Source: an optimization exercise on an open RTL-to-GDS flow (aim: small area). Production flows keep margins and buffers that such runs may drop.
Only simulation tests tie the RTL to the original design; equivalence was not proved.
Power and IR drop assume default switching activity.

==> flow/design.v, too long to show whole: its modules and the start of the top module <==
// module reset_synchronization: 19 lines
// module upsampler: 31 lines
// module csa_fa: 10 lines
// module coeff_memory: 15 lines
// module fir_filter: 6632 lines
// module TopModule: 44 lines
module TopModule(
    input clk,
    input rst_n,
    input wire [3:0] sample_rate,
    input [3:0] data_in,
    input coeff_write,
    input [7:0] coeff_in,
    input [6:0] coeff_addr,
    input wire new_symbol,
    output wire [11:0] data_out,
    output reg data_out_valid
);
  // ...
==> flow/run.sh <==
#!/bin/bash
# synth_recipe.tcl (not shown) runs the flow's synth.tcl, then flattens the netlist and writes it again
# the make line also repeats each setting of config.mk as NAME=value (left out here)
make -C /OpenROAD-flow-scripts/flow DESIGN_CONFIG=/design/flow/config.mk WORK_HOME=/design/flow/orfs CLKGATE_MAP_FILE= SYNTH_SCRIPT=/design/flow/synth_recipe.tcl finish
==> flow/config.mk <==
export PLATFORM = sky130hd
export DESIGN_NAME = TopModule
export DESIGN_NICKNAME = TopModule
export VERILOG_FILES = /design/flow/design.v
export SDC_FILE = /design/flow/constraint.sdc
export NUM_CORES = 4
export LEC_CHECK = 0
export CAP_MARGIN = 20
export CORE_MARGIN = 2
export CORE_UTILIZATION = 70
export CTS_BUF_LIST = sky130_fd_sc_hd__clkbuf_16
export CTS_CLUSTER_DIAMETER = 90
export CTS_CLUSTER_SIZE = 30
export PLACE_DENSITY = 0.8
export SLEW_MARGIN = 20
export SYNTH_HIERARCHICAL = 1
==> flow/constraint.sdc <==
create_clock -name core_clock -period 6.0 [get_ports {clk}]
set_input_delay 1.2000 -clock core_clock [delete_from_list [all_inputs] [get_ports {clk}]]
set_output_delay 1.2000 -clock core_clock [all_outputs]
set_load 0.01 [all_outputs]
==> out/metrics.cfg, run 1 <==
[status]
outcome = complete, no violations

[clock_network]
postCtsHoldBufs = 0
cts_max_level = 2

[drt]
ant_nets = 0

[setup_path]
crit_path_start_kind = register
cp_data_arrival_time_ns = 6.32
reg2reg_from = u_fir_filter.dl[511]

[power_and_ir_drop]
maxPowerGroup = sequential cells
seq_power_share_pct = 62.6
power_uw = 15400
seq-power_uw = 9620
leakagePower_uw = 0.0174

[sta]
period_minus_slack_ns = 5.69
slew_headroom_pct = 12.4
min_period_over_period_pct = 94.8

[min_path]
hold_end = u_fir_filter.dl[49]

[final_layout]
finish.utilization_pct = 74.0
clk_share_pct = 2.33
bufAreaShareNonClock_pct = 0.844

[global_routing]
grt_usage_pct = 58.9
grt_use_met1_pct = 71.2

[synth]
synth-adder-area-share_pct = 49.4

[die]
row_count = 128
die_area_um2 = 126000
die_w_um = 355

[placed_design]
io_buffers = 39

==> run 2, diff against run 1 <==
--- a/flow/config.mk
+++ b/flow/config.mk
@@ -10,7 +10,7 @@
 export CORE_UTILIZATION = 70
 export CTS_BUF_LIST = sky130_fd_sc_hd__clkbuf_16
 export CTS_CLUSTER_DIAMETER = 90
-export CTS_CLUSTER_SIZE = 30
-export PLACE_DENSITY = 0.8
+export CTS_CLUSTER_SIZE = 28
+export PLACE_DENSITY = 0.75
 export SLEW_MARGIN = 20
 export SYNTH_HIERARCHICAL = 1
==> out/metrics.cfg, run 2 <==
[status]
outcome = complete, no violations  ; unchanged

[setup_path]
r2r_end = u_fir_filter.st0[29]  ; was u_fir_filter.st0[25]
cp_data_arrival_time_ns = 6.51  ; was 6.32 ns
r2r_slack_ns = 0.18  ; was 0.31 ns
crit_end = u_fir_filter.st0[29]  ; was u_fir_filter.st0[25]
crit_path_start_kind = register  ; unchanged
crit_slowest_cell = dfxtp_1  ; was fa_1
critPathKind = register to register  ; unchanged
crit_path_start = u_fir_filter.dl[280]  ; was u_fir_filter.dl[511]
cp_max_fo = 6  ; was 9
ff2ff_path_depth = 13  ; was 9
end_kind = register  ; unchanged
crit_top_cell = fa_1  ; unchanged
crit_chain = buf_4 > nand2_1 > fa_1 > fa_1 > fa_1 > fa_1 > fa_1 > fa_1 > fa_1 > xnor2_1 > xnor2_1 > xnor2_1 > xnor2_1  ; was nand2_1 > fa_1 > fa_1 > fa_1 > fa_1 > fa_1 > fa_1 > fa_1 > fa_1
reg2reg_from = u_fir_filter.dl[280]  ; was u_fir_filter.dl[511]
crit_required_ns = 6.69  ; was 6.63 ns
cpPeakStageDelay_ns = 1.04  ; was 0.88 ns

[final_layout]
mostFrequentLayoutCell = nand2_1  ; unchanged
finalNetCount = 8383  ; was 8371
reg_top3 = u_fir_filter.u_coeff_memory.coeff_out x568, u_fir_filter.dl x564, u_fir_filter.st0 x102  ; unchanged
area_growth_pct = 4.52  ; about the same
largest_register_ffs = 568  ; unchanged
largest-register = u_fir_filter.u_coeff_memory.coeff_out  ; unchanged
drive_gt1_share_pct = 2.91  ; was 2.80%
final_cell_mix = nand2_1 (2280), fa_1 (2126), dfxtp_1 (703), edfxtp_1 (568), xnor2_1 (119)  ; was nand2_1 (2280), fa_1 (2126), dfxtp_1 (702), edfxtp_1 (568), xnor2_1 (120)
finish.utilization_pct = 74.0  ; about the same

[drt]
num_vias = 57761  ; was 57277
dr.first_iter.drc_count = 11064  ; was 11106
avgViaCountPerCell = 7.30  ; was 7.25
ant_nets = 0  ; unchanged
wl_mm = 366  ; was 359 mm
drc = 0  ; unchanged
routedWlPerCell_um = 46.3  ; was 45.4 um
dr.pass1.iters = 14  ; was 10

[synth]
ys_seq_elements = 1292  ; unchanged
synth.top_cells.by_count = nand2_1 (2280), fa_1 (2126), dfxtp_1 (703)  ; unchanged
synth-edff-count = 568  ; unchanged
synth_area_leaders = fa_1 (49%), edfxtp_1 (20%), dfxtp_1 (16%), nand2_1 (9.9%), clkbuf_1 (1.3%)  ; unchanged
synth_flop_cell = dfxtp_1  ; unchanged
synth_top_area_share_pct = 49.2  ; unchanged
syn_inst = 6348  ; unchanged
ys_seq_area_share_pct = 36.6  ; unchanged
synth.most_common_cell = nand2_1  ; unchanged
netlist.top_cell.by_area = fa_1  ; unchanged
synth.distinct_cells = 40  ; unchanged
synthesis.area_um2 = 86500  ; unchanged
synthArstFlopShare_pct = 1.63  ; unchanged
synthesis.nets = 8517  ; unchanged
yosys_warnings = 11  ; unchanged
synth_area_per_cell_um2 = 13.6  ; unchanged

[sta]
fin_setup_tns_ns = 0  ; unchanged
rsz0062_at_grt = false  ; unchanged
slew_headroom_pct = 14.8  ; was 12.4%
worst_pin_slew_ns = 1.28  ; was 1.30 ns
fin_skew_ns = 0.0397  ; was 0.0785 ns
fmax_mhz = 172  ; was 176 MHz
maxSlewViolCount = 0  ; unchanged
min_period_over_period_pct = 97.0  ; was 94.8%
finalHoldViolCount = 0  ; unchanged
period_minus_slack_ns = 5.82  ; was 5.69 ns
setup-violations-final = 0  ; unchanged

[die]
core_area_um2 = 122000  ; unchanged
ios = 40  ; unchanged
die_h_um = 355  ; unchanged
row_count = 128  ; unchanged
die_area_um2 = 126000  ; unchanged
initial_core_util_pct = 70.8  ; unchanged
die_w_um = 355  ; unchanged

[clock_network]
cts_max_level = 2  ; unchanged
cts_buffers = 60  ; was 59
cts_setup_buffers = 0  ; unchanged
cts-root-buf = clkbuf_16  ; unchanged
cts.sinks = 1292  ; unchanged
clk_pin_slew_worst_paths_ns = 0.12  ; about the same
cts_tree = yes  ; unchanged
clockBufferDepth = 3  ; unchanged
cts_resized = 0  ; unchanged
postCtsHoldBufs = 0  ; unchanged
clkLatencyLatePin_ns = 0.77  ; was 0.80 ns

[min_path]
worstHoldPathType = register to async pin  ; was register to register

[global_routing]
grt_max_degree = 41  ; was 42
grt_usage_pct = 60.4  ; was 58.9%
antenna_found_initial = 20  ; was 19
grt_overflow = 0  ; unchanged
grt_pass1_wl_mm = 494  ; was 483 mm
grt_pass1_vias = 59511  ; was 58554

[flow_run]
cap_violations = 0  ; unchanged

[placed_design]
io_buffers = 39  ; unchanged
dp_hpwl_mm = 306  ; was 300 mm
gp_congestion = 1.25  ; about the same

[power_and_ir_drop]
p_per_area_nw_per_um2 = 168  ; was 170 nW/um^2
irDropWorstVdd_v = 0.000461  ; was 0.000413 V
leakagePower_uw = 0.0174  ; about the same

==> run 2: per-layer routing <==
layer  share of wire (%)  vias to the layer above  GRT usage (%)
li1                    -                    19281              -
met1                  30                    29213           72.2
met2                  39                     7290           78.4
met3                  20                     1951           37.2
met4                  11                       26           46.9
met5                0.16                        -           2.72
==> run 2: cell families after synthesis <==
group | Yosys count | synth area share [%]
AND/OR/NAND/NOR | 2393 | 10.7
adder cells (fa/ha/maj) | 2142 | 49.4
flip-flops | 1292 | 36.6
buffers and inverters | 346 | 1.51
XOR/XNOR | 150 | 1.54
AO/OA/AOI/OAI | 23 | 0.205
other | 1 | 0.00434
multiplexers | 1 | 0.0116
==> run 2: where the power goes <==
group          internal (uW)  switching, uW
registers               9430            183
clock network           1980           3150
logic                    122            319
==> run 2: stage by stage <==
step	power, uW	hold slack (ns)	setup slack [ns]	instances	area (um^2)
final	15200	0.301	0.179	7916	90400
after global routing	15400	0.321	0.193	7893	90300
after CTS	15100	0.301	0.343	7890	90300
after detailed placement	10200	0.305	0.385	7777	88300
after global placement	10100	0.304	0.421	7777	88300
after floorplan	9900	0.227	1.21	6348	86500
==> run 2: worst max-delay path: cells and delay by family (launching register included) <==
family | cells | cell delay [ns]
buffers and inverters | 1 | 0.27
xor gates and xnor gates | 4 | 0.67
and+or+nand+nor | 1 | 0.17
DFF | 1 | 1.04
adders and majority gates | 7 | 3.60
==> run 2: layout make-up <==
| class | instances | area, um^2 |
|---|---|---|
| antenna | 26 | 65.1 |
| clock buffer | 61 | 1530 |
| clock inverter | 52 | 455 |
| fill | 7498 | 31800 |
| inverter | 45 | 169 |
| multi-input combinational | 4710 | 53600 |
| sequential | 1292 | 31700 |
| tap | 1625 | 2030 |
| timing repair buffer | 105 | 891 |
==> run 2: worst min path at each step <==
stage	from	endpoint	slack, ns	depth (start not counted)
after floorplan	rst.rst_n_sync	counter[0]	0.23	0
after global routing	u_fir_filter.dl[39]	u_fir_filter.dl[43]	0.32	0
after CTS	rst.rst_n_sync	counter[4]	0.30	0
after global placement	rst.rst_n_sync	counter[5]	0.30	0
after detailed placement	rst.rst_n_sync	counter[5]	0.31	0
final	rst.rst_n_sync	counter[4]	0.30	0
==> run 2: per-module statistics from Yosys (local to each module, per instance) <==
module | area, um^2 | times used | cells | flip-flops and latches
upsampler | 637 | 1 | 55 | 13
csa_fa | 20.0 | 2125 | 1 | 0
reset_synchronization | 78.8 | 1 | 4 | 3
fir_filter | 25100 | 1 | 3450 | 699
coeff_memory | 17700 | 1 | 678 | 568
TopModule | 407 | 1 | 36 | 9
==> run 3, diff against run 2 <==
--- a/flow/config.mk
+++ b/flow/config.mk
@@ -7,7 +7,7 @@
 export LEC_CHECK = 0
 export CAP_MARGIN = 20
 export CORE_MARGIN = 2
-export CORE_UTILIZATION = 70
+export CORE_UTILIZATION = 75
 export CTS_BUF_LIST = sky130_fd_sc_hd__clkbuf_16
 export CTS_CLUSTER_DIAMETER = 90
 export CTS_CLUSTER_SIZE = 28
==> out/metrics.cfg, run 3 <==
[setup_path]
critPathKind = register to register  ; unchanged
r2r_end = u_fir_filter.st0[50]  ; was u_fir_filter.st0[29]
crit_top_cell = fa_1  ; unchanged
cpPeakStageDelay_ns = 0.80  ; was 1.04 ns
crit_chain = nand2_1 > fa_1 > fa_1 > fa_1 > fa_1 > fa_1 > fa_1 > fa_1 > fa_1  ; was buf_4 > nand2_1 > fa_1 > fa_1 > fa_1 > fa_1 > fa_1 > fa_1 > fa_1 > xnor2_1 > xnor2_1 > xnor2_1 > xnor2_1
cp_data_arrival_time_ns = 6.29  ; was 6.51 ns
worst-path-stages = 9  ; was 13
crit_buf_inv = 0  ; was 1
crit_path_start_kind = register  ; unchanged
crit_slowest_cell = dfxtp_1  ; unchanged
ff2ff_path_depth = 9  ; was 13
end_kind = register  ; unchanged
reg2reg_from = u_fir_filter.dl[306]  ; was u_fir_filter.dl[280]
path_delay_family = adder cells  ; unchanged
crit_required_ns = 6.67  ; was 6.69 ns
r2r_slack_ns = 0.37  ; was 0.18 ns
cp_max_fo = 9  ; was 6

[clock_network]
cts_resized = 0  ; unchanged
cts.sinks = 1292  ; unchanged
cts_setup_buffers = 0  ; unchanged
cts_max_level = 2  ; unchanged
clk_pin_slew_worst_paths_ns = 0.11  ; was 0.12 ns
cts-root-buf = clkbuf_16  ; unchanged
cts_buffers = 61  ; was 60
postCtsHoldBufs = 0  ; unchanged
clockBufferDepth = 3  ; unchanged
cts_tree = yes  ; unchanged
clkLatencyLatePin_ns = 0.80  ; was 0.77 ns

[sta]
period_minus_slack_ns = 5.63  ; was 5.82 ns
fin_skew_ns = 0.0357  ; was 0.0397 ns
fmax_mhz = 178  ; was 172 MHz
rsz0062_at_grt = false  ; unchanged
fin_setup_tns_ns = 0  ; unchanged
worst_pin_slew_ns = 1.35  ; was 1.28 ns
slew_headroom_pct = 9.45  ; was 14.8%
maxSlewViolCount = 0  ; unchanged
setup-violations-final = 0  ; unchanged
min_period_over_period_pct = 93.8  ; was 97.0%
finalHoldViolCount = 0  ; unchanged

[global_routing]
grt_pass1_vias = 60320  ; was 59511
antenna_found_initial = 22  ; was 20
grt_pass1_wl_mm = 483  ; was 494 mm
grt_usage_pct = 63.3  ; was 60.4%
grt_overflow = 0  ; unchanged
grt_max_degree = 39  ; was 41

[min_path]
worstHoldPathType = register to async pin  ; unchanged

[synth]
synthArstFlopShare_pct = 1.63  ; unchanged
synth.distinct_cells = 40  ; unchanged
synthesis.area_um2 = 86500  ; unchanged
synth_top_area_share_pct = 49.2  ; unchanged
synth.most_common_cell = nand2_1  ; unchanged
synth_area_per_cell_um2 = 13.6  ; unchanged
synth_flop_cell = dfxtp_1  ; unchanged
ys_seq_elements = 1292  ; unchanged
synth_area_leaders = fa_1 (49%), edfxtp_1 (20%), dfxtp_1 (16%), nand2_1 (9.9%), clkbuf_1 (1.3%)  ; unchanged
synthesis.nets = 8517  ; unchanged
yosys_warnings = 11  ; unchanged
netlist.top_cell.by_area = fa_1  ; unchanged
ys_seq_area_share_pct = 36.6  ; unchanged
syn_inst = 6348  ; unchanged
synth.top_cells.by_count = nand2_1 (2280), fa_1 (2126), dfxtp_1 (703)  ; unchanged
synth-edff-count = 568  ; unchanged

[final_layout]
mostFrequentLayoutCell = nand2_1  ; unchanged
finalNetCount = 8362  ; was 8383
area_growth_pct = 4.22  ; was 4.52%
largest_register_ffs = 568  ; unchanged
reg_top3 = u_fir_filter.u_coeff_memory.coeff_out x568, u_fir_filter.dl x564, u_fir_filter.st0 x102  ; unchanged
drive_gt1_share_pct = 2.66  ; was 2.91%
largest-register = u_fir_filter.u_coeff_memory.coeff_out  ; unchanged
final_cell_mix = nand2_1 (2280), fa_1 (2126), dfxtp_1 (703), edfxtp_1 (568), xnor2_1 (119)  ; unchanged

[die]
row_count = 124  ; was 128
core_area_um2 = 114000  ; was 122000 um^2
die_h_um = 344  ; was 355 um
die_area_um2 = 118000  ; was 126000 um^2
initial_core_util_pct = 75.6  ; was 70.8%
ios = 40  ; unchanged
die_w_um = 344  ; was 355 um

[drt]
ant_nets = 0  ; unchanged
avgViaCountPerCell = 7.53  ; was 7.30
num_vias = 58674  ; was 57761
drc = 0  ; unchanged
wl_mm = 357  ; was 366 mm
dr.first_iter.drc_count = 11472  ; was 11064
routedWlPerCell_um = 45.8  ; was 46.3 um
dr.pass1.iters = 10  ; was 14

[power_and_ir_drop]
p_per_area_nw_per_um2 = 170  ; was 168 nW/um^2
leakagePower_uw = 0.0173  ; was 0.0174 uW
power_uw = 15300  ; was 15200 uW
irDropWorstVdd_v = 0.000377  ; was 0.000461 V

[placed_design]
io_buffers = 39  ; unchanged
gp_congestion = 1.27  ; was 1.25
dp_hpwl_mm = 294  ; was 306 mm

[status]
outcome = complete, no violations  ; unchanged

[flow_run]
cap_violations = 0  ; unchanged

-- run 3: cell count changes in the layout (fill, tap and decap cells not counted), sizes merged --
cell,previous run,this run
buf,74,52
bufinv,0,1
clkinv,7,15
clkinvlp,1,0
diode,26,33
inv,89,80
-- run 3: layer usage --
layer / GRT usage [%] / routed length, um / up-vias
li1: - / - / 19226
met1: 72.7 / 99800 / 28808
met2: 81.4 / 136000 / 8122
met3: 41.8 / 74500 / 2494
met4: 53.2 / 45200 / 24
met5: 3.00 / 814 / -
-- run 3: worst max path at each step --
stage	from	endpoint	slack, ns
after floorplan	u_fir_filter.dl[492]	u_fir_filter.st0[100]	1.21
after global placement	u_fir_filter.dl[281]	u_fir_filter.st0[100]	0.66
after detailed placement	u_fir_filter.dl[281]	u_fir_filter.st0[100]	0.59
after CTS	u_fir_filter.dl[281]	u_fir_filter.st0[100]	0.57
after global routing	u_fir_filter.dl[482]	u_fir_filter.st0[100]	0.34
final	u_fir_filter.dl[306]	u_fir_filter.st0[50]	0.37
-- run 3: Yosys stat by module, one instance, submodules excluded --
module | cells | copies in the design | cell area (um^2) | flip-flops and latches
coeff_memory | 678 | 1 | 17700 | 568
upsampler | 55 | 1 | 637 | 13
reset_synchronization | 4 | 1 | 78.8 | 3
TopModule | 36 | 1 | 407 | 9
fir_filter | 3450 | 1 | 25100 | 699
csa_fa | 1 | 2125 | 20.0 | 0
-- run 3: power breakdown --
part           switching, uW  leakage (uW)  internal (uW)  total, uW
clock                   3190       0.00108           2020       5200
combinational            337       0.00523            123        460
sequential               194        0.0110           9430       9630
-- run 3: cell families (layout without fill, tap and decap cells) --
logic type	Yosys count	count (layout)	share of synthesized area, %
simple gates	2393	2393	10.7
xor+xnor	150	150	1.54
fa+ha+maj	2142	2142	49.4
other cells	1	34	0.00434
flops	1292	1292	36.6
compound gates	23	23	0.205
buf+inv	346	240	1.51
mux	1	1	0.0116
-- run 3: final cells by class --
type / count / area [um^2]
multi-input combinational: 4710 / 53600
sequential: 1292 / 31700
fill: 6204 / 24200
tap: 1512 / 1890
clock buffer: 61 / 1530
timing repair buffer: 83 / 696
clock inverter: 51 / 528
inverter: 45 / 169
antenna: 33 / 82.6
-- run 3: per-stage QoR --
step	hold WS [ns]	cells	cell area, um^2	utilization, %	setup slack [ns]
2_1_floorplan	0.227	6348	86500	-	1.21
3_3_place_gp	0.304	7640	87900	76.9	0.658
5_1_grt	0.335	7754	90000	78.8	0.340
6_report	0.317	7787	90100	78.8	0.372
3_5_place_dp	0.312	7640	87900	76.9	0.591
4_1_cts	0.333	7752	90000	78.7	0.572

-- what the ideal ports hide --
No port has a modelled driver above. Below, the same layouts with a new extraction and two added sets of constraints.
Step 1 assumes that a clkbuf_16 drives the clock port and a buf_2 every other input.
Step 2 times the ports against the registers' clock, not the clock port: input delays grow and output delays shrink by t, the midpoint of the rising clock arrivals with the driver on.
Slacks: ideal ports / drivers / drivers and shift; pairs: ideal ports / drivers.
run	shift t [ns]	setup WS [ns]	latest minus earliest clock arrival (ns)	worst data-port slew with drivers (ns)	cell pins on the clock port's net
run 1	0.844	0.309 / 0.309 / 0.309	0.078 / 0.078	0.06	1
run 2	0.835	0.179 / 0.179 / 0.179	0.040 / 0.040	0.06	1
run 3	0.873	0.372 / 0.372 / 0.372	0.036 / 0.036	0.04	1
After both steps every run listed still meets setup and hold.
